Background: an optimization exercise with open tools, aiming at small area and a short achievable clock period. Do not read the settings as production practice. At most, simulation tests tie the RTL to the original design; equivalence was not proved. No activity file was given, so power comes from the tool's default toggle rates.

## entropy_encode_dc_coefficients
module entropy_encode_dc_coefficients #(parameter ADDER = 0) (
	input clk,
	input reset_n,
	input in_valid,
	input in_first,
	input [15:0] DcCoeff,
	output out_valid,
	output [31:0] codeword,
	output [5:0] codeword_length
);
Size in the first run: ~490 cells after synthesis, roughly 82 flip-flops, ~59 I/O pins, ~4200 µm² of cells after synthesis.
Settings: LEC_CHECK=0, ABC_AREA=1, CAP_MARGIN=20, CORE_MARGIN=2, CORE_UTILIZATION=65, CTS_BUF_LIST=sky130_fd_sc_hd__clkbuf_4 sky130_fd_sc_hd__clkbuf_8, CTS_CLUSTER_DIAMETER=60, CTS_CLUSTER_SIZE=20, SETUP_SLACK_MARGIN=2.85, SLEW_MARGIN=20; clock period 5.0 ns.
standard.sh (not shown) runs the stock make flow with config.mk's settings and CLKGATE_MAP_FILE= SYNTH_SCRIPT=/design/flow/synth_recipe.tcl, a recipe that flattens the netlist after the stock synthesis.
==> flow/flow/run.sh <==
#!/bin/bash
# The standard layout with two changes:
#  - the input and output ports are buffered with plain buffers instead of
#    the delay buffers buffer_ports picks by default;
#  - synthesis leaves adders to ABC instead of mapping them to full/half-adder
#    cells first (ADDER_MAP_FILE empty); registers are unchanged.
# make's full output goes to make.log in the work folder; ORFS keeps each
# tool's log under orfs/logs/.
set -euo pipefail
cd "$(dirname "$0")/.."
bash standard.sh "BUFFER_PORTS_ARGS=-buffer_cell sky130_fd_sc_hd__buf_2" "ADDER_MAP_FILE=" finish > make.log 2>&1
Then changed:
- CTS_BUF_LIST: sky130_fd_sc_hd__clkbuf_4 sky130_fd_sc_hd__clkbuf_8 -> unset
- CTS_CLUSTER_DIAMETER: 60 -> 200
- CTS_CLUSTER_SIZE: 20 -> 50
- TNS_END_PERCENT: unset -> 20
The changed run finished clean. First-iteration DRC count drops by 6.4%. Die area does not change. Wire length stays flat. Register-to-register slack is about the same. Sequential share of layout area hardly moves. Combinational power stays flat. Clock power stays flat.
Then changed:
- CORE_UTILIZATION: 65 -> 72
- TNS_END_PERCENT: 20 -> unset
What happened: Setup slack loses 0.12 ns; routed wire length rises by 16%; die area falls by 9.3%; clock power rises by 11%.
Then changed:
- CORE_UTILIZATION: 72 -> 80
With this change the flow failed in global routing (5_1_grt).
Area after synthesis does not change.
Synthesized cell count stays the same.
Then changed:
==> flow/flow/run.sh (replaced) <==
#!/bin/bash
# The standard layout with these changes:
#  - the input and output ports are buffered with plain buffers instead of
#    the delay buffers buffer_ports picks by default;
#  - synthesis leaves adders to ABC instead of mapping them to full/half-adder
#    cells first (ADDER_MAP_FILE empty);
#  - ABC's area script skips its upsize pass (ORFS's scripts are copied into
#    the work folder and only abc_area.script is changed); the layout's own
#    timing repair sizes the cells instead. Registers are unchanged.
# make's full output goes to make.log in the work folder; ORFS keeps each
# tool's log under orfs/logs/.
set -euo pipefail
cd "$(dirname "$0")/.."
rm -rf scripts_local
cp -r "$FLOW_HOME/scripts" scripts_local
printf 'strash\ndch\nmap -B 0.9\ntopo\nstime -c\nbuffer -c\ndnsize -c\n' > scripts_local/abc_area.script
bash standard.sh "SCRIPTS_DIR=$PWD/scripts_local" "BUFFER_PORTS_ARGS=-buffer_cell sky130_fd_sc_hd__buf_2" "ADDER_MAP_FILE=" finish > make.log 2>&1
- CORE_UTILIZATION: 80 -> 65
This time the run completed without violations; synthesized cell count does not change; synthesized area goes down by 6.3%.
Then changed:
==> flow/flow/run.sh (replaced) <==
#!/bin/bash
# The standard layout with two changes:
#  - the input and output ports are buffered with plain buffers instead of
#    the delay buffers buffer_ports picks by default;
#  - synthesis leaves adders to ABC instead of mapping them to full/half-adder
#    cells first (ADDER_MAP_FILE empty); registers are unchanged.
# make's full output goes to make.log in the work folder; ORFS keeps each
# tool's log under orfs/logs/.
set -euo pipefail
cd "$(dirname "$0")/.."
bash standard.sh "BUFFER_PORTS_ARGS=-buffer_cell sky130_fd_sc_hd__buf_2" "ADDER_MAP_FILE=" finish > make.log 2>&1
- CTS_BUF_LIST: unset -> sky130_fd_sc_hd__clkbuf_8
- CTS_CLUSTER_DIAMETER: 200 -> 300
- CTS_CLUSTER_SIZE: 50 -> 100
Combinational power drops by a few percent.
Clock skew decreases by 0.0036 ns.
Clock-buffer cell count is lower by 1.
Utilization is lower by 5.5 points.
Setup slack gains 0.075 ns.
Critical path depth is higher by 4.
Worst hold slack improved by 0.010 ns.
Synthesized cell count is unchanged.

Starting RTL as in the previous note.
==> flow/config.mk <==
export PLATFORM = sky130hd
export DESIGN_NAME = entropy_encode_dc_coefficients
export DESIGN_NICKNAME = entropy_encode_dc_coefficients
export VERILOG_FILES = /design/flow/design.v
export SDC_FILE = /design/flow/constraint.sdc
export NUM_CORES = 4
export LEC_CHECK = 0
export ABC_AREA = 1
export CAP_MARGIN = 20
export CORE_MARGIN = 2
export CORE_UTILIZATION = 65
export CTS_CLUSTER_DIAMETER = 200
export CTS_CLUSTER_SIZE = 50
export SETUP_SLACK_MARGIN = 2.95
export SLEW_MARGIN = 20
==> flow/constraint.sdc <==
create_clock -name core_clock -period 5.0 [get_ports {clk}]
set_input_delay 1.0000 -clock core_clock [delete_from_list [all_inputs] [get_ports {clk}]]
set_output_delay 1.0000 -clock core_clock [all_outputs]
set_load 0.01 [all_outputs]
==> flow/flow/run.sh <==
#!/bin/bash
# The standard layout with two changes:
#  - the input and output ports are buffered with plain buffers instead of
#    the delay buffers buffer_ports picks by default;
#  - synthesis leaves adders to ABC instead of mapping them to full/half-adder
#    cells first (ADDER_MAP_FILE empty); registers are unchanged.
# make's full output goes to make.log in the work folder; ORFS keeps each
# tool's log under orfs/logs/.
set -euo pipefail
cd "$(dirname "$0")/.."
bash standard.sh "BUFFER_PORTS_ARGS=-buffer_cell sky130_fd_sc_hd__buf_2" "ADDER_MAP_FILE=" finish > make.log 2>&1
The starting point completed without violations.
Then changed:
- CORE_UTILIZATION: 65 -> 55
- SETUP_SLACK_MARGIN: 2.95 -> 2.85
Outcome: The new run passed the timing, DRC and antenna checks; clock power increases by 12%; cell area decreases by 5.5%; first-iteration DRC count decreases by 32%; core utilization decreases by 15 points; setup slack stays flat; power decreases by 4.2%; die area increases by 17%; maximum frequency is about the same.

entropy_encode_dc_coefficients, a different RTL version from the one above (not shown whole).
Size: roughly 710 cells after synthesis, roughly 82 flip-flops, roughly 59 I/O pins, roughly 4600 sq um of cells after synthesis.
// entropy_encode_dc_coefficients
module entropy_encode_dc_coefficients #(parameter ADDER = 0) (
	input clk,
	input reset_n,
	input in_valid,
	input in_first,
	input [15:0] DcCoeff,
	output out_valid,
	output [31:0] codeword,
	output [5:0] codeword_length
);
export LEC_CHECK = 0
export ABC_AREA = 1
export CAP_MARGIN = 20
export CORE_MARGIN = 2
export CORE_UTILIZATION = 40
export SETUP_SLACK_MARGIN = 3.0
export SLEW_MARGIN = 20
create_clock -name core_clock -period 5.0 [get_ports {clk}]
Scripts as last shown in full above: flow/flow/run.sh
Change:
SETUP_SLACK_MARGIN = 2.3   (was 3.0)
Design area is lower by 11%.
Clock-buffer cell count is unchanged.
First-iteration DRC count is higher by 9.2%.
Die area stays the same.
Change:
==> flow/flow/run.sh (replaced) <==
#!/bin/bash
# The standard layout, except that the input and output ports are buffered
# with plain buffers instead of the delay buffers buffer_ports picks by default.
# make's full output goes to make.log in the work folder; ORFS keeps each tool's
# log under orfs/logs/.
set -euo pipefail
cd "$(dirname "$0")/.."
bash standard.sh "BUFFER_PORTS_ARGS=-buffer_cell sky130_fd_sc_hd__buf_2" finish > make.log 2>&1
SETUP_SLACK_MARGIN = 3.0   (was 2.3)
Total power went up by 11%. Cell area went up by about 20%. Final cell count went up by 1.2%. Synthesized cell count went down by about 4.5%. Worst setup slack improves by 0.27 ns.
Change:
==> flow/flow/run.sh (replaced) <==
#!/bin/bash
# The standard layout with two changes:
#  - the input and output ports are buffered with plain buffers instead of
#    the delay buffers buffer_ports picks by default;
#  - synthesis leaves adders to ABC instead of mapping them to full/half-adder
#    cells first (ADDER_MAP_FILE empty); registers are unchanged.
# make's full output goes to make.log in the work folder; ORFS keeps each
# tool's log under orfs/logs/.
set -euo pipefail
cd "$(dirname "$0")/.."
bash standard.sh "BUFFER_PORTS_ARGS=-buffer_cell sky130_fd_sc_hd__buf_2" "ADDER_MAP_FILE=" finish > make.log 2>&1
SETUP_SLACK_MARGIN = 2.7   (was 3.0)
Design area decreases by 15%.
Count of clock-buffer cells in the layout decreases by 1.
Register-to-register slack is about the same.
Cell count decreases by 0.44%.

== v59 ==
entropy_encode_dc_coefficients with an RTL version that a note above also has.
Size in the first run: roughly 4200 um^2 of cells after synthesis.
clock: 5.0 ns
lec_check: 0
abc_area: 1
cap_margin: 20
core_margin: 2
core_utilization: 65
cts_cluster_diameter: 200
cts_cluster_size: 50
setup_slack_margin: 2.85
slew_margin: 20
==> flow/flow/run.sh <==
#!/bin/bash
# The standard layout with two changes:
#  - the input and output ports are buffered with plain buffers instead of
#    the delay buffers buffer_ports picks by default;
#  - synthesis leaves adders to ABC instead of mapping them to full/half-adder
#    cells first (ADDER_MAP_FILE empty); registers are unchanged.
# make's full output goes to make.log in the work folder; ORFS keeps each
# tool's log under orfs/logs/.
set -euo pipefail
cd "$(dirname "$0")/.."
bash standard.sh "BUFFER_PORTS_ARGS=-buffer_cell sky130_fd_sc_hd__buf_1" "ADDER_MAP_FILE=" finish > make.log 2>&1
v59: full flow OK, the timing, DRC and antenna checks passed
--- input diff v59..v21 ---
--- a/flow/flow/run.sh
+++ b/flow/flow/run.sh
@@ -9,3 +9,3 @@
 set -euo pipefail
 cd "$(dirname "$0")/.."
-bash standard.sh "BUFFER_PORTS_ARGS=-buffer_cell sky130_fd_sc_hd__buf_1" "ADDER_MAP_FILE=" finish > make.log 2>&1
+bash standard.sh "BUFFER_PORTS_ARGS=-buffer_cell sky130_fd_sc_hd__buf_2" "ADDER_MAP_FILE=" finish > make.log 2>&1
--- a/flow/config.mk
+++ b/flow/config.mk
@@ -12,4 +12,4 @@
 export CTS_CLUSTER_DIAMETER = 200
 export CTS_CLUSTER_SIZE = 50
-export SETUP_SLACK_MARGIN = 2.85
+export SETUP_SLACK_MARGIN = 2.8
 export SLEW_MARGIN = 20
### Flow results
- Final design instance area without fill of v21 is on par with v59.
- On first-pass GRT wire length, v21 does worse than v59.
- Between v21 and v59, the non-clock buffer count is higher for v59.
- The run showing the greater global-route usage is v21.
### v21 -> v45
--- a/flow/config.mk
+++ b/flow/config.mk
@@ -12,4 +12,5 @@
 export CTS_CLUSTER_DIAMETER = 200
 export CTS_CLUSTER_SIZE = 50
-export SETUP_SLACK_MARGIN = 2.8
+export GPL_TIMING_DRIVEN = 0
+export SETUP_SLACK_MARGIN = 2.85
 export SLEW_MARGIN = 20
--- outcome ---
Maximum clock frequency for v45: 1.5% up relative to v21
Relative to v21, the via count normalized by instance count measured on v45 has increased slightly.
Leakage component of the power (lower): v21
Relative to v21, global-route usage has increased by 1.5 points in v45.
Compared with v21, v45 shows post-route non-filler standard cell count higher by about 2.4%.
Sort v21 and v45 by combinational group share of total power desc -> top: v45
v45 vs. v21: power density relative to cell area -about 1.7%, worst hold margin ~0 delta, total vias in the final route +about 3%, final area +about 3.4%.
Input-level comparison between v33 and v45:
--- a/flow/config.mk
+++ b/flow/config.mk
@@ -12,5 +12,4 @@
 export CTS_CLUSTER_DIAMETER = 200
 export CTS_CLUSTER_SIZE = 50
-export GPL_TIMING_DRIVEN = 0
 export SETUP_SLACK_MARGIN = 2.85
 export SLEW_MARGIN = 20
### Flow results
Final area shrinks by a few percent when moving from v45 to v33. Row clock-cell share of area: v33 higher / v45 lower. In the metrics for v45 and v33, the one carrying the higher final wirelength is v45. NOTE: final-stage net count in v33 falls short of that of v45.

Setup of MS:
Another version of the RTL of entropy_encode_dc_coefficients (not shown whole).
Size: roughly 690 cells after synthesis, ~82 flip-flops, about 4700 sq um of cells after synthesis.
make LEC_CHECK=0 ABC_AREA=1 CAP_MARGIN=20 CORE_MARGIN=2 CORE_UTILIZATION=40 SETUP_SLACK_MARGIN=2.5 SLEW_MARGIN=20 finish   # period 5.0 ns
run.sh (not shown) runs the stock make flow with config.mk's settings and CLKGATE_MAP_FILE= SYNTH_SCRIPT=/design/flow/synth_recipe.tcl, a recipe that flattens the netlist after the stock synthesis.
Stock flow here: none of the scripts above is used.
Edits applied to the flow inputs when going from MS to TR:
-- flow/config.mk --
<<< MS, line 10
export CORE_MARGIN = 2
export CORE_UTILIZATION = 40
export SETUP_SLACK_MARGIN = 2.5
export SLEW_MARGIN = 20
>>> TR, line 10
export CORE_MARGIN = 2
export CORE_UTILIZATION = 40
export SLEW_MARGIN = 20
## What came out
TR vs MS, instance count: TR lower
Summary: with MS as the reference, routed via count in TR moved down by a few percent.
Between MS and TR, register share of total power is higher for TR, MS comes in under that.
Function was not checked in any run of this note: the RTL went through the layout flow alone.

RTL: one of the versions met above, not the one the previous note started from.
Size: ~82 flip-flops, roughly 59 I/O pins, ~4200 um^2 of cells after synthesis.
export LEC_CHECK = 0
export ABC_AREA = 1
export CAP_MARGIN = 20
export CORE_MARGIN = 2
export CORE_UTILIZATION = 65
export CTS_CLUSTER_DIAMETER = 200
export CTS_CLUSTER_SIZE = 50
export SETUP_SLACK_MARGIN = 2.85
export SLEW_MARGIN = 20
export TNS_END_PERCENT = 0
create_clock -name core_clock -period 5.0 [get_ports {clk}]
standard.sh (not shown) runs the stock make flow with config.mk's settings and CLKGATE_MAP_FILE= SYNTH_SCRIPT=/design/flow/synth_recipe.tcl, a recipe that flattens the netlist after the stock synthesis.
==> flow/flow/run.sh <==
#!/bin/bash
# The standard layout with two changes:
#  - the input and output ports are buffered with plain buffers instead of
#    the delay buffers buffer_ports picks by default;
#  - synthesis leaves adders to ABC instead of mapping them to full/half-adder
#    cells first (ADDER_MAP_FILE empty); registers are unchanged.
# make's full output goes to make.log in the work folder; ORFS keeps each
# tool's log under orfs/logs/.
set -euo pipefail
cd "$(dirname "$0")/.."
bash standard.sh "BUFFER_PORTS_ARGS=-buffer_cell sky130_fd_sc_hd__buf_2" "ADDER_MAP_FILE=" finish > make.log 2>&1
The starting point finished with timing, DRC and antenna clean.
Then changed:
SETUP_SLACK_MARGIN = 2.7   (was 2.85)
TNS_END_PERCENT = unset   (was 0)
After rerunning:
- die area stays the same
- sequential share of layout area grows by 0.71 points
- wire length falls by a few percent
- hold slack barely changes
- sequential cell count is unchanged
- global-route usage is unchanged
- setup slack loses 0.061 ns
- utilization fell by 1.3 points
- cell area went down slightly
- synthesized area is unchanged
- cell count drops slightly

Setup of 11-27:
entropy_encode_dc_coefficients with an RTL version that a note above also has.
Size: roughly 710 cells after synthesis, ~59 I/O pins, roughly 4600 sq um of cells after synthesis.
Settings: LEC_CHECK=0, ABC_AREA=1, CAP_MARGIN=20, CORE_MARGIN=2, CORE_UTILIZATION=40, CTS_BUF_LIST=sky130_fd_sc_hd__clkbuf_8, SETUP_SLACK_MARGIN=3.0, SLEW_MARGIN=20; clock period 5.0 ns.
Scripts as last shown in full above: flow/flow/run.sh
The flow did not stop early for 11-27: all stages ran, and the layout cleared the timing, DRC and antenna checks.
Input changes introduced in 01-08 (baseline for comparison: 11-27):
- SETUP_SLACK_MARGIN now 3.3, was 3.0
- CTS_BUF_LIST no longer set, was sky130_fd_sc_hd__clkbuf_8
--- outcome ---
Global-route usage, 11-27 and 01-08, lower one = 11-27. Comparing 11-27 and 01-08, the lower switching power as a share of total power was measured on 01-08. Compared with 11-27, 01-08 shows setup slack higher by 0.044 ns. Against 11-27, 01-08 reports a actual slew at the worst max-slew pin that is lower.

## 07-06
Another version of the RTL of entropy_encode_dc_coefficients (not shown whole).
For scale: about 480 cells after synthesis, about 59 I/O pins, roughly 4000 µm² of cells after synthesis.
Settings: LEC_CHECK=0, ABC_AREA=1, CAP_MARGIN=20, CORE_MARGIN=2, CORE_UTILIZATION=65, CTS_CLUSTER_DIAMETER=200, CTS_CLUSTER_SIZE=50, SETUP_SLACK_MARGIN=2.6, SLEW_MARGIN=20; clock period 5.0 ns.
Scripts as last shown in full above: flow/flow/run.sh
07-06 went all the way through the flow, and no timing, DRC or antenna check failed.
diff inputs: 07-06 => 04-21
Settings: SETUP_SLACK_MARGIN: 2.6 -> 2.8.
## What came out
Going from 07-06 to 04-21, worst setup slack moved up; fraction of area in multi-input gates rose by 0.43 points.
Relative to 07-06, the power share of the combinational group of 04-21 is higher by 1.3 points.
No run of this note included a check of the RTL's function; only the layout flow was run.

port drivers added, routing unchanged:
The flow's constraints put no driver on any port. The routed layouts listed below were extracted and timed again, unchanged, in two steps. Step 1 sets driving cells, clkbuf_16 on the clock port and buf_2 on the other inputs (assumed; they add their load-dependent delay and slew). Step 2 adds t to the input delays and takes it off the output delays; t is the mean of the earliest and latest rising clock arrival at the registers after step 1. Input paths then give back, and output paths get back, about the clock's delay inside the block. Slacks: ideal / step 1 / step 2; pairs: ideal / step 1.
| run | t, ns | slack for setup (ns) | worst setup path at the end | latest minus earliest clock arrival (ns) |
|---|---|---|---|---|
| the first run of note 1 | 0.376 | 3.018 / 3.018 / 2.817 | input to register | 0.007 / 0.007 |
| the second run of note 1 | 0.377 | 3.021 / 3.021 / 2.822 | input to register | 0.008 / 0.008 |
| the third run of note 1 | 0.387 | 2.897 / 2.897 / 2.822 | input to register | 0.012 / 0.011 |
| the fifth run of note 1 | 0.388 | 2.943 / 2.943 / 2.893 | input to register | 0.011 / 0.011 |
| the sixth run of note 1 | 0.376 | 3.018 / 3.018 / 2.817 | input to register | 0.007 / 0.007 |
| the first run of note 2 | 0.381 | 2.978 / 2.978 / 2.845 | input to register | 0.008 / 0.007 |
| the second run of note 2 | 0.381 | 2.978 / 2.978 / 2.935 | input to register | 0.010 / 0.010 |
| the first run of note 3 | 0.384 | 3.055 / 3.055 / 2.957 | input to register | 0.009 / 0.009 |
| the second run of note 3 | 0.384 | 2.660 / 2.660 / 2.660 | register to register | 0.009 / 0.009 |
| the third run of note 3 | 0.374 | 2.926 / 2.926 / 2.850 | input to register | 0.008 / 0.009 |
| the fourth run of note 3 | 0.383 | 2.925 / 2.925 / 2.726 | input to register | 0.010 / 0.009 |
| v59 | 0.372 | 2.983 / 2.983 / 2.777 | input to register | 0.008 / 0.008 |
| v21 | 0.376 | 2.977 / 2.977 / 2.822 | input to register | 0.008 / 0.008 |
| v45 | 0.388 | 3.006 / 3.006 / 2.710 | input to register | 0.013 / 0.013 |
| v33 | 0.376 | 3.018 / 3.018 / 2.817 | input to register | 0.007 / 0.007 |
| MS | 0.387 | 1.272 / 1.272 / 1.272 | register to register | 0.005 / 0.006 |
| TR | 0.388 | 0.851 / 0.851 / 0.851 | register to register | 0.009 / 0.008 |
| the first run of note 6 | 0.376 | 3.018 / 3.018 / 2.817 | input to register | 0.007 / 0.007 |
| the second run of note 6 | 0.377 | 2.957 / 2.957 / 2.839 | input to register | 0.008 / 0.009 |
| 11-27 | 0.410 | 3.038 / 3.038 / 2.731 | input to register | 0.013 / 0.014 |
| 01-08 | 0.384 | 3.082 / 3.082 / 2.907 | input to register | 0.006 / 0.006 |
| 07-06 | 0.371 | 2.714 / 2.714 / 2.714 | register to register | 0.008 / 0.009 |
| 04-21 | 0.376 | 2.758 / 2.758 / 2.758 | register to register | 0.009 / 0.009 |
After both steps every run listed still meets setup and hold. For 11-27, which loses most, drivers alone change the setup slack by 0.000 ns; drivers and shift together by -0.307 ns.
